This is an optimization exercise on Yosys and OpenROAD, whose aim is small area, a short achievable clock period and few clock cycles, not a production implementation. Function was checked by simulation only, so behaviour that the tests miss may differ from the original. Power is estimated from default activity; no workload was simulated.

## run a
==> flow/design.v (excerpt) <==
module simple_cpu (
    input clk,
    input rst_n,
    input instr_valid,
    input [15:0] instr,
    output instr_ready,
    input [7:0] mem_rdata,
    input mem_ready,
    output reg mem_req,
    output reg mem_we,
    output [7:0] mem_addr,
    output [7:0] mem_wdata,
    output reg done,
    output reg [3:0] flags   
);
For scale: about 900 cells after synthesis, roughly 100 flip-flops, roughly 52 I/O pins, ~0.0064 mm² of cells after synthesis.
clock: 5.0 ns
lec_check: 0
abc_area: 1
cap_margin: 20
core_margin: 2
core_utilization: 40
setup_slack_margin: 2.3
slew_margin: 20
standard.sh (not shown) runs the stock make flow with config.mk's settings and CLKGATE_MAP_FILE= SYNTH_SCRIPT=/design/flow/synth_recipe.tcl, a recipe that flattens the netlist after the stock synthesis.
==> flow/flow/run.sh <==
#!/bin/bash
# Standard layout, with plain buf_1 cells as the port buffers and resizing not
# held to each cell's footprint.
set -euo pipefail
bash standard.sh "BUFFER_PORTS_ARGS=-buffer_cell sky130_fd_sc_hd__buf_1" MATCH_CELL_FOOTPRINT=0 finish > make_finish.log 2>&1
Testbench counts of run a, summed over its fixed seeds: cycles 4,970.
The following lists how run b was set up differently from run a:
# run a
export LEC_CHECK = 0
export ABC_AREA = 1
export CAP_MARGIN = 20
export CORE_MARGIN = 2
export CORE_UTILIZATION = 40
export SETUP_SLACK_MARGIN = 2.3
export SLEW_MARGIN = 20
create_clock -name core_clock -period 5.0 [get_ports {clk}]
# run b
export LEC_CHECK = 0
export ABC_AREA = 1
export CAP_MARGIN = 20
export CORE_MARGIN = 2
export CORE_UTILIZATION = 40
export SETUP_SLACK_MARGIN = 2.4
export SLEW_MARGIN = 20
create_clock -name core_clock -period 5.0 [get_ports {clk}]
==> flow/flow/run.sh <==
#!/bin/bash
# Standard synthesis; then the combinational logic between the registers is
# mapped again for area (registers untouched); then the standard layout, with
# plain buf_1 cells as the port buffers and resizing not held to footprints.
set -euo pipefail
W=$PWD
R=$W/orfs/results/$FLOW_PLATFORM/simple_cpu/base
ARGS=("BUFFER_PORTS_ARGS=-buffer_cell sky130_fd_sc_hd__buf_1" MATCH_CELL_FOOTPRINT=0)
bash standard.sh "${ARGS[@]}" synth > make_synth.log 2>&1
cp "$R/1_2_yosys.v" "$W/1_2_yosys_standard.v"
LIB=$FLOW_HOME/platforms/$FLOW_PLATFORM/lib/sky130_fd_sc_hd__tt_025C_1v80.lib
sed -e "s|@LIB@|$LIB|g" -e "s|@IN@|$W/1_2_yosys_standard.v|" -e "s|@OUT@|$W/1_2_yosys_remap.v|" flow/remap.ys > remap_run.ys
yosys -s remap_run.ys > yosys_remap.log 2>&1
cp "$W/1_2_yosys_remap.v" "$R/1_2_yosys.v"
rm -f "$R/1_synth.odb" "$R/1_synth.sdc"
bash standard.sh "${ARGS[@]}" finish > make_finish.log 2>&1
==> flow/flow/remap.ys (new file) <==
# Area re-mapping of the standard synthesis's combinational logic. The
# registers stay as they are: same instances, names and cell types.
read_liberty -ignore_miss_func @LIB@
setattr -mod -set keep_hierarchy 1 sky130_fd_sc_hd__df* sky130_fd_sc_hd__edf* sky130_fd_sc_hd__sdf* sky130_fd_sc_hd__dl*
read_verilog @IN@
hierarchy -top simple_cpu
flatten
delete t:$scopeinfo
opt -purge
abc -liberty @LIB@ -dont_use *probe* -dont_use *lpflow* -script +strash;dch;map,-B,0.9;topo simple_cpu
opt_clean -purge
splitnets
opt_clean -purge
hilomap -singleton -hicell sky130_fd_sc_hd__conb_1 HI -locell sky130_fd_sc_hd__conb_1 LO
insbuf -buf sky130_fd_sc_hd__buf_4 A X
select simple_cpu
tee -o remap_stat.txt stat -liberty @LIB@
write_verilog -noattr -noexpr -nohex -nodec -selected @OUT@
- Run b completed end to end with timing, DRC and antenna clean.
- Relative to run a, the die area measured on run b has decreased by a few percent.
- Run b does better than run a on maximum frequency.
- The clock power number comes out lower for run a vs run b.
- Area after synthesis: run b and run a compared, higher one is run a
- [compare] base=run a new=run b: worst hold slack across all endpoints saw an increase; multi-input combinational cell count saw an increase; global-route usage saw an increase.

========
== run 1 ==
simple_cpu again, from the RTL that the note above started with.
Settings: LEC_CHECK=0, ABC_AREA=1, CAP_MARGIN=20, CORE_MARGIN=2, CORE_UTILIZATION=40, SETUP_SLACK_MARGIN=2.4, SLEW_MARGIN=20; clock period 5.0 ns.
==> flow/flow/run.sh <==
#!/bin/bash
# Standard synthesis; then the combinational logic between the registers is
# mapped again for area (registers untouched); then the standard layout, with
# plain buf_1 cells as the port buffers and resizing not held to footprints.
set -euo pipefail
W=$PWD
R=$W/orfs/results/$FLOW_PLATFORM/simple_cpu/base
ARGS=("BUFFER_PORTS_ARGS=-buffer_cell sky130_fd_sc_hd__buf_1" MATCH_CELL_FOOTPRINT=0)
bash standard.sh "${ARGS[@]}" synth > make_synth.log 2>&1
cp "$R/1_2_yosys.v" "$W/1_2_yosys_standard.v"
LIB=$FLOW_HOME/platforms/$FLOW_PLATFORM/lib/sky130_fd_sc_hd__tt_025C_1v80.lib
sed -e "s|@LIB@|$LIB|g" -e "s|@IN@|$W/1_2_yosys_standard.v|" -e "s|@OUT@|$W/1_2_yosys_remap.v|" flow/remap.ys > remap_run.ys
yosys -s remap_run.ys > yosys_remap.log 2>&1
cp "$W/1_2_yosys_remap.v" "$R/1_2_yosys.v"
rm -f "$R/1_synth.odb" "$R/1_synth.sdc"
bash standard.sh "${ARGS[@]}" finish > make_finish.log 2>&1
==> flow/flow/remap.ys <==
# Area re-mapping of the standard synthesis's combinational logic. The
# registers stay as they are: same instances, names and cell types.
read_liberty -ignore_miss_func @LIB@
setattr -mod -set keep_hierarchy 1 sky130_fd_sc_hd__df* sky130_fd_sc_hd__edf* sky130_fd_sc_hd__sdf* sky130_fd_sc_hd__dl*
read_verilog @IN@
hierarchy -top simple_cpu
flatten
delete t:$scopeinfo
opt -purge
abc -liberty @LIB@ -dont_use *probe* -dont_use *lpflow* -script +strash;dch;map,-a;topo;stime,-c;buffer,-c;upsize,-c;dnsize,-c simple_cpu
opt_clean -purge
splitnets
opt_clean -purge
hilomap -singleton -hicell sky130_fd_sc_hd__conb_1 HI -locell sky130_fd_sc_hd__conb_1 LO
insbuf -buf sky130_fd_sc_hd__buf_4 A X
select simple_cpu
tee -o remap_stat.txt stat -liberty @LIB@
write_verilog -noattr -noexpr -nohex -nodec -selected @OUT@
Run 1: flow completed, timing, DRC and antenna clean
Testbench counts of run 1, summed over its fixed seeds: cycles 4,970.
Setup changes, run 1 to run 2
==> flow/flow/run.sh <==
#!/bin/bash
# Standard layout, with plain buf_1 cells as the port buffers and resizing not
# held to each cell's footprint.
set -euo pipefail
bash standard.sh "BUFFER_PORTS_ARGS=-buffer_cell sky130_fd_sc_hd__buf_1" MATCH_CELL_FOOTPRINT=0 finish > make_finish.log 2>&1
-- flow/config.mk --
<<< run 1, line 12
export SETUP_SLACK_MARGIN = 2.4
>>> run 2, line 12
export CTS_BUF_LIST = sky130_fd_sc_hd__clkbuf_8
export CTS_CLUSTER_SIZE = 30
export SETUP_SLACK_MARGIN = 2.45
removed: flow/flow/remap.ys
Notes after the runs:
Taking run 1 as the reference, in run 2 filler cell count now sits higher, internal power consumption now sits lower, final weighted congestion in routability-driven placement now sits lower, clock power share now sits lower, power drawn by the combinational cells now sits lower. As of run 2, total power had fallen by more than 10% compared to run 1. Run 1 finished all stages; the layout is clean. Per the final summary, run 2 finished and its layout is clean on timing, DRC and antenna.
Modified inputs, run 3 compared to run 2
-- flow/config.mk --
<<< run 2, line 14
export SETUP_SLACK_MARGIN = 2.45
>>> run 3, line 14
export SETUP_SLACK_MARGIN = 2.4
==> run summary <==
The lower share of the cycle needed by the critical path after routing came out of run 2.
Comparing maximum vdd drop for run 3 and run 2, the smaller number came from run 2.
Run 3 — post-route cell area 120 um^2 lower, run 2 as reference
Going from run 2 to run 3, sum of buffers and inverters on the critical path fell by 3, clock period minus worst slack rose by 0.023 ns.
Run 3 ended with less final setup slack of the worst path than run 2.
Input-level comparison between run 4 and run 3:
-- flow/config.mk --
<<< run 3, line 12
export CTS_BUF_LIST = sky130_fd_sc_hd__clkbuf_8
export CTS_CLUSTER_SIZE = 30
export SETUP_SLACK_MARGIN = 2.4
>>> run 4, line 12
export SETUP_SLACK_MARGIN = 2.5
--- outcome ---
- Diff run 3 -> run 4 | fmax | increase of 4.7 MHz
- Re count of cell instances traversed by the critical path: run 4 is 9 up on run 3.
- | XOR/XNOR share of the synthesized area | run 4 vs run 3 | ≈ equal |
- Measured against each other, run 4 and run 3 differ in count of clock buffers in the final design, the lower figure coming from run 3.
- Run 3 vs run 4, end of the critical path: mem_addr[6] vs opb[3]
- Between run 4 and run 3, the shortest period the worst path allows is lower for run 4.
- Run 4 vs run 3, post-route total power went up by about 5.6%.
- Compared to run 3, the routing of run 4 uses more wire.

static timing again, ports no longer ideal:
No port has a modelled driver above. Below, the same layouts with a new extraction and two added sets of constraints. Step 1 (the two cells are an assumption about what drives the block):
set clk [get_ports {clk}]
set_driving_cell -lib_cell sky130_fd_sc_hd__clkbuf_16 $clk
set_driving_cell -lib_cell sky130_fd_sc_hd__buf_2 [delete_from_list [all_inputs] $clk]
Step 2 adds t to the input delays and takes it off the output delays; t is the mean of the earliest and latest rising clock arrival at the registers after step 1. Input paths then give back, and output paths get back, about the clock's delay inside the block. a / b / c = ideal ports / drivers / drivers and shift; a / b = the first two.
run	t (ns)	slack for setup (ns)	pins driven straight from the clock port
run a	0.383	2.338 / 2.319 / 2.010	1
run b	0.396	2.389 / 2.365 / 2.047	1
run 1	0.393	2.442 / 2.440 / 2.047	1
run 2	0.408	2.459 / 2.442 / 2.033	1
run 3	0.423	2.436 / 2.397 / 2.047	1
run 4	0.379	2.466 / 2.456 / 2.077	1
After both steps every run listed still meets setup and hold. For run 2, which loses most, drivers alone change the setup slack by -0.017 ns; drivers and shift together by -0.426 ns.
